Source: an optimization exercise on an open RTL-to-GDS flow (aim: small area, a short achievable clock period and few clock cycles per item). Production flows keep margins and buffers that such runs may drop.
The RTL was checked by simulation tests, not by an equivalence proof against the original design.
Power figures rest on the tool's default switching activity, not on a simulated workload.

Design mdc, start of the top module:
module mdc (clk, rst_n, start, A, B, out, done);
input clk, rst_n, start;
input [7:0] A, B;
output [7:0] out;
output done;
reg       busy;
reg [6:0] ah, bh;    
reg [2:0] k;
function [2:0] ctz8;
    input [7:0] v;
    begin
        casez (v)
            8'b???????1: ctz8 = 3'd0;
            8'b??????10: ctz8 = 3'd1;
            8'b?????100: ctz8 = 3'd2;
            8'b????1000: ctz8 = 3'd3;
            8'b???10000: ctz8 = 3'd4;
            8'b??100000: ctz8 = 3'd5;
            8'b?1000000: ctz8 = 3'd6;
            default:     ctz8 = 3'd7;
        endcase
    end
endfunction
function [6:0] oddh8;
    input [7:0] v;
    begin
        casez (v)
            8'b???????1: oddh8 = v[7:1];
            8'b??????10: oddh8 = {1'b0, v[7:2]};
            8'b?????100: oddh8 = {2'b0, v[7:3]};
            8'b????1000: oddh8 = {3'b0, v[7:4]};
            8'b???10000: oddh8 = {4'b0, v[7:5]};
            8'b??100000: oddh8 = {5'b0, v[7:6]};
            8'b?1000000: oddh8 = {6'b0, v[7]};
            default:     oddh8 = 7'd0;
        endcase
    end
endfunction
wire [7:0] d  = {1'b0, ah} - {1'b0, bh};
wire       lt = d[7];
wire [6:0] m  = d[7:1] ^ {7{lt}};
reg  [6:0] vh;
always @* begin
    casez (ah ^ bh)
        7'b??????1: vh = m;
        7'b?????10: vh = {1'b0, m[6:1]};
        7'b????100: vh = {2'b0, m[6:2]};
        7'b???1000: vh = {3'b0, m[6:3]};
        7'b??10000: vh = {4'b0, m[6:4]};
        7'b?100000: vh = {5'b0, m[6:5]};
        default:    vh = {6'b0, m[6]};
    endcase
end
wire       fin = ~|((ah & ~bh) | (~ah & bh)) | ~|ah;
assign done = busy & fin;
assign out  = {ah, 1'b1} << k;
always @(posedge clk or negedge rst_n) begin
    if (!rst_n)
        busy <= 1'b0;
    else
        busy <= start | (busy & ~fin);
end
always @(posedge clk) begin
    if (start) begin
        bh <= oddh8(B);
        ah <= (oddh8(B) == 7'd0) ? 7'd0 : oddh8(A);
        k  <= ctz8(A | B);
    end else begin
        bh <= lt ? ah : bh;
        ah <= vh;
    end
end
endmodule
export LEC_CHECK = 0
export CAP_MARGIN = 20
export CORE_MARGIN = 2
export CORE_UTILIZATION = 40
export CTS_BUF_LIST = sky130_fd_sc_hd__clkbuf_4
export SETUP_SLACK_MARGIN = 1.4
export SLEW_MARGIN = 20
export TNS_END_PERCENT = 0
create_clock -name core_clock -period 4.0 [get_ports {clk}]
standard.sh (not shown) runs the stock make flow with config.mk's settings and CLKGATE_MAP_FILE= SYNTH_SCRIPT=/design/flow/synth_recipe.tcl, a recipe that flattens the netlist after the stock synthesis.
==> flow/flow/run.sh <==
#!/bin/bash
# The standard layout (standard.sh), with these changes:
#  - synthesis maps the logic with the area-oriented ABC script in
#    flow/abc.script instead of ORFS's speed script (flow/abc_override.tcl
#    swaps the script; everything else in synth_recipe.tcl is kept);
#  - the port buffers are plain buf_1 cells;
set -euo pipefail
W=$(pwd)
export BUFFER_PORTS_ARGS="-buffer_cell sky130_fd_sc_hd__buf_1"
export SETUP_MOVE_SEQUENCE=sizeup,swap
export SKIP_GATE_CLONING=1
export SKIP_LAST_GASP=1
export MY_ABC_SCRIPT="$W/flow/abc.script"
{ sed -n 1p synth_recipe.tcl; cat flow/abc_override.tcl; sed -n '2,$p' synth_recipe.tcl; } > synth_own.tcl
sed "s#SYNTH_SCRIPT=[^ ]*#SYNTH_SCRIPT=$W/synth_own.tcl#" standard.sh > standard_own.sh
bash standard_own.sh > standard.log 2>&1
==> flow/flow/abc.script <==
strash
&get -n
&dch -f
&nf -R 1000
&put
strash
&get -n
&dch -f
&nf -R 1000
&put
strash
&get -n
&dch -f
&nf -R 1000
&put
mfs3 -a
topo
stime -c
==> flow/flow/abc_override.tcl <==
# Run ABC with the script in MY_ABC_SCRIPT in place of the one ORFS chose.
proc abc {args} {
  set i [lsearch -exact $args -script]
  if { $i >= 0 } {
    set args [lreplace $args [expr {$i + 1}] [expr {$i + 1}] $::env(MY_ABC_SCRIPT)]
  }
  yosys abc {*}$args
}
Testbench counts at the start, summed over its fixed seeds: cycles 9,100, items 2,400.
Edit:
--- a/flow/flow/run.sh
+++ b/flow/flow/run.sh
@@ -1,8 +1,8 @@
 #!/bin/bash
-# The standard layout (standard.sh), with these changes:
-#  - synthesis maps the logic with the area-oriented ABC script in
-#    flow/abc.script instead of ORFS's speed script (flow/abc_override.tcl
-#    swaps the script; everything else in synth_recipe.tcl is kept);
+# The standard layout (standard.sh) with two changes:
 #  - the port buffers are plain buf_1 cells;
+#  - synthesis maps the logic with the ABC script in flow/abc.script instead of
+#    ORFS's speed script. Everything else in synthesis (synth_recipe.tcl) is kept.
+# Each tool's output goes to the ORFS logs; make's own output goes to standard.log.
 set -euo pipefail
 W=$(pwd)
--- a/flow/config.mk
+++ b/flow/config.mk
@@ -7,7 +7,10 @@
 export LEC_CHECK = 0
 export CAP_MARGIN = 20
+export CELL_PAD_IN_SITES_DETAIL_PLACEMENT = 0
+export CELL_PAD_IN_SITES_GLOBAL_PLACEMENT = 1
 export CORE_MARGIN = 2
 export CORE_UTILIZATION = 40
 export CTS_BUF_LIST = sky130_fd_sc_hd__clkbuf_4
+export PLACE_DENSITY = 0.7
 export SETUP_SLACK_MARGIN = 1.4
 export SLEW_MARGIN = 20
Maximum frequency is lower by 1.5%.
Power is higher by 3.5%.
Clock-buffer cell count is higher by 1.
Via count is higher by 3.4%.
Worst setup slack degrades by 39 ps.
Cell area is higher by 1.0%.
Register-to-register slack degrades by 60 ps.
Final cell count stays the same.
Sequential cell count stays the same.
Area after synthesis is unchanged.
Synthesized cell count is unchanged.
Edit:
--- a/flow/config.mk
+++ b/flow/config.mk
@@ -7,10 +7,7 @@
 export LEC_CHECK = 0
 export CAP_MARGIN = 20
-export CELL_PAD_IN_SITES_DETAIL_PLACEMENT = 0
-export CELL_PAD_IN_SITES_GLOBAL_PLACEMENT = 1
 export CORE_MARGIN = 2
 export CORE_UTILIZATION = 40
 export CTS_BUF_LIST = sky130_fd_sc_hd__clkbuf_4
-export PLACE_DENSITY = 0.7
 export SETUP_SLACK_MARGIN = 1.4
 export SLEW_MARGIN = 20
The new run completed with no timing, DRC or antenna violations.
Global-route usage fell by 1.9 points.
Routed wire length shrinks by 10%.
Cell area drops by 1.0%.
First-iteration DRC count increases by 14%.
Utilization shrinks by 0.50 points.
Total power falls by 3.4%.
Count of clock-buffer cells in the layout drops by 1.
Register-to-register slack is better by 60 ps.
Via count fell by 3.3%.
Edit:
--- a/flow/config.mk
+++ b/flow/config.mk
@@ -10,5 +10,5 @@
 export CORE_UTILIZATION = 40
 export CTS_BUF_LIST = sky130_fd_sc_hd__clkbuf_4
-export SETUP_SLACK_MARGIN = 1.4
+export SETUP_SLACK_MARGIN = 1.45
 export SLEW_MARGIN = 20
 export TNS_END_PERCENT = 0
Result: Combinational power grows by about 4%; count of clock-buffer cells in the layout stays the same; non-clock buffer count is unchanged; die area does not change; global-route usage grows by 0.24 points; core utilization grows by 0.47 points; setup slack gets worse by 60 ps; design area grows by 0.95%; total power grows by 3.0%; via count grows by 0.89%; sequential share of layout area barely changes.

The RTL this note starts from:
==> flow/design.v <==
module mdc (clk, rst_n, start, A, B, out, done);
input clk, rst_n, start;
input [7:0] A, B;
output [7:0] out;
output done;
reg       busy;
reg [6:0] ah, bh;    
reg [2:0] k;
function [2:0] ctz8;
    input [7:0] v;
    begin
        casez (v)
            8'b???????1: ctz8 = 3'd0;
            8'b??????10: ctz8 = 3'd1;
            8'b?????100: ctz8 = 3'd2;
            8'b????1000: ctz8 = 3'd3;
            8'b???10000: ctz8 = 3'd4;
            8'b??100000: ctz8 = 3'd5;
            8'b?1000000: ctz8 = 3'd6;
            default:     ctz8 = 3'd7;
        endcase
    end
endfunction
function [6:0] oddh8;
    input [7:0] v;
    begin
        casez (v)
            8'b???????1: oddh8 = v[7:1];
            8'b??????10: oddh8 = {1'b0, v[7:2]};
            8'b?????100: oddh8 = {2'b0, v[7:3]};
            8'b????1000: oddh8 = {3'b0, v[7:4]};
            8'b???10000: oddh8 = {4'b0, v[7:5]};
            8'b??100000: oddh8 = {5'b0, v[7:6]};
            8'b?1000000: oddh8 = {6'b0, v[7]};
            default:     oddh8 = 7'd0;
        endcase
    end
endfunction
wire [7:0] d  = {1'b0, ah} - {1'b0, bh};
wire       lt = d[7];
wire [6:0] m  = d[7:1] ^ {7{lt}};
reg  [6:0] vh;
always @* begin
    casez (ah ^ bh)
        7'b??????1: vh = m;
        7'b?????10: vh = {1'b0, m[6:1]};
        7'b????100: vh = {2'b0, m[6:2]};
        7'b???1000: vh = {3'b0, m[6:3]};
        7'b??10000: vh = {4'b0, m[6:4]};
        7'b?100000: vh = {5'b0, m[6:5]};
        default:    vh = {6'b0, m[6]};
    endcase
end
wire       fin = (ah == bh) | (ah == 7'd0);
assign done = busy & fin;
assign out  = {ah, 1'b1} << k;
always @(posedge clk or negedge rst_n) begin
    if (!rst_n)
        busy <= 1'b0;
    else
        busy <= start | (busy & ~fin);
end
always @(posedge clk) begin
    if (start) begin
        bh <= oddh8(B);
        ah <= (oddh8(B) == 7'd0) ? 7'd0 : oddh8(A);
        k  <= ctz8(A | B);
    end else begin
        bh <= lt ? ah : bh;
        ah <= vh;
    end
end
endmodule
clock: 4.0 ns
lec_check: 0
cap_margin: 20
core_margin: 2
core_utilization: 40
cts_buf_list: sky130_fd_sc_hd__clkbuf_4
setup_slack_margin: 1.4
slew_margin: 20
tns_end_percent: 0
==> flow/flow/run.sh <==
#!/bin/bash
# The standard layout (standard.sh) with two changes:
#  - the port buffers are plain buf_1 cells;
#  - synthesis maps the logic with the ABC script in flow/abc.script instead of
#    ORFS's speed script. Everything else in synthesis (synth_recipe.tcl) is kept.
# Each tool's output goes to the ORFS logs; make's own output goes to standard.log.
set -euo pipefail
W=$(pwd)
export BUFFER_PORTS_ARGS="-buffer_cell sky130_fd_sc_hd__buf_1"
export SETUP_MOVE_SEQUENCE=sizeup,swap
export SKIP_GATE_CLONING=1
export SKIP_LAST_GASP=1
export MY_ABC_SCRIPT="$W/flow/abc.script"
{ sed -n 1p synth_recipe.tcl; cat flow/abc_override.tcl; sed -n '2,$p' synth_recipe.tcl; } > synth_own.tcl
sed "s#SYNTH_SCRIPT=[^ ]*#SYNTH_SCRIPT=$W/synth_own.tcl#" standard.sh > standard_own.sh
bash standard_own.sh > standard.log 2>&1
==> flow/flow/abc.script <==
strash
&get -n
&dch -f
&nf -R 1000
&put
strash
&get -n
&dch -f
&nf -R 1000
&put
strash
&get -n
&dch -f
&nf -R 1000
&put
topo
stime -c
Scripts as last shown in full above: flow/flow/abc_override.tcl
Testbench counts at the start, summed over its fixed seeds: cycles 9,100, items 2,400.
Rerun with:
--- a/flow/flow/abc.script
+++ b/flow/flow/abc.script
@@ -15,0 +16 @@
+mfs3 -a
--- a/flow/config.mk
+++ b/flow/config.mk
@@ -10 +10 @@
-export CORE_UTILIZATION = 40
+export CORE_UTILIZATION = 30
Result:
- total power goes up by 1.5%
- first-iteration DRC count goes down by about 22%
- synthesized cell count goes down by 1.3%
- clock skew goes down by 10 ps
- count of clock-buffer cells in the layout goes down by 1
- global-route usage goes down by 4.9 points
- sequential share of layout area goes down by 0.20 points
- maximum frequency goes up by about 5%
Rerun with:
--- a/flow/config.mk
+++ b/flow/config.mk
@@ -10 +10 @@
-export CORE_UTILIZATION = 30
+export CORE_UTILIZATION = 40
@@ -11,0 +12 @@
+export PLACE_DENSITY = 0.8
=>
- The new run went through all stages and came out clean
- global-route usage goes up by 6.1 points
- routed wire length climbs by 2.7%
- count of clock-buffer cells in the layout stays the same
- utilization increases by 14 points
Rerun with:
--- a/flow/flow/run.sh
+++ b/flow/flow/run.sh
@@ -10,2 +9,0 @@
-export SETUP_MOVE_SEQUENCE=sizeup,swap
-export SKIP_GATE_CLONING=1
--- a/flow/config.mk
+++ b/flow/config.mk
@@ -12 +11,0 @@
-export PLACE_DENSITY = 0.8
Result:
- worst setup slack gets better by 110 ps
- non-clock buffer count rises by 12
- design area went up by 4.1%
- wire length rose by 2.8%

## separate check: timing with driven ports
How much do the figures lean on ideal ports? The routed layouts below were timed once more, with nothing changed but the port constraints. Step 1 sets driving cells, clkbuf_16 on the clock port and buf_2 on the other inputs (assumed; they add their load-dependent delay and slew). Step 2 moves the port delays by t, midway between the first and last clock arrival at a register: inputs arrive t later, outputs are due t later. That takes back most of the time a late clock gives input paths. Three values: no drivers, after step 1, after step 2; two values: the first two.
| run | shift t [ns] | slack for setup (ns) | worst hold slack (ns) | worst setup path after step 2 | worst register clock-pin slew, ns |
|---|---|---|---|---|---|
| the first run of note 1 | 0.303 | 1.441 / 1.417 / 1.260 | 0.255 / 0.255 / 0.525 | input to register | 0.10 / 0.10 |
| the second run of note 1 | 0.329 | 1.402 / 1.381 / 1.210 | 0.241 / 0.239 / 0.547 | input to register | 0.11 / 0.11 |
| the third run of note 1 | 0.303 | 1.441 / 1.417 / 1.260 | 0.255 / 0.255 / 0.525 | input to register | 0.10 / 0.10 |
| the fourth run of note 1 | 0.300 | 1.381 / 1.360 / 1.257 | 0.255 / 0.258 / 0.525 | input to register | 0.10 / 0.10 |
| the first run of note 2 | 0.312 | 1.235 / 1.213 / 1.179 | 0.261 / 0.264 / 0.473 | input to register | 0.11 / 0.11 |
| the second run of note 2 | 0.314 | 1.366 / 1.344 / 1.233 | 0.242 / 0.243 / 0.479 | input to register | 0.10 / 0.10 |
| the third run of note 2 | 0.317 | 1.335 / 1.313 / 1.289 | 0.249 / 0.251 / 0.480 | input to register | 0.10 / 0.10 |
| the fourth run of note 2 | 0.310 | 1.445 / 1.424 / 1.353 | 0.251 / 0.253 / 0.479 | input to register | 0.10 / 0.10 |
After both steps setup and hold are still met in every run listed. The setup slack of the second run of note 1, which loses most, moves by -0.021 ns with the drivers and by -0.192 ns with both steps.
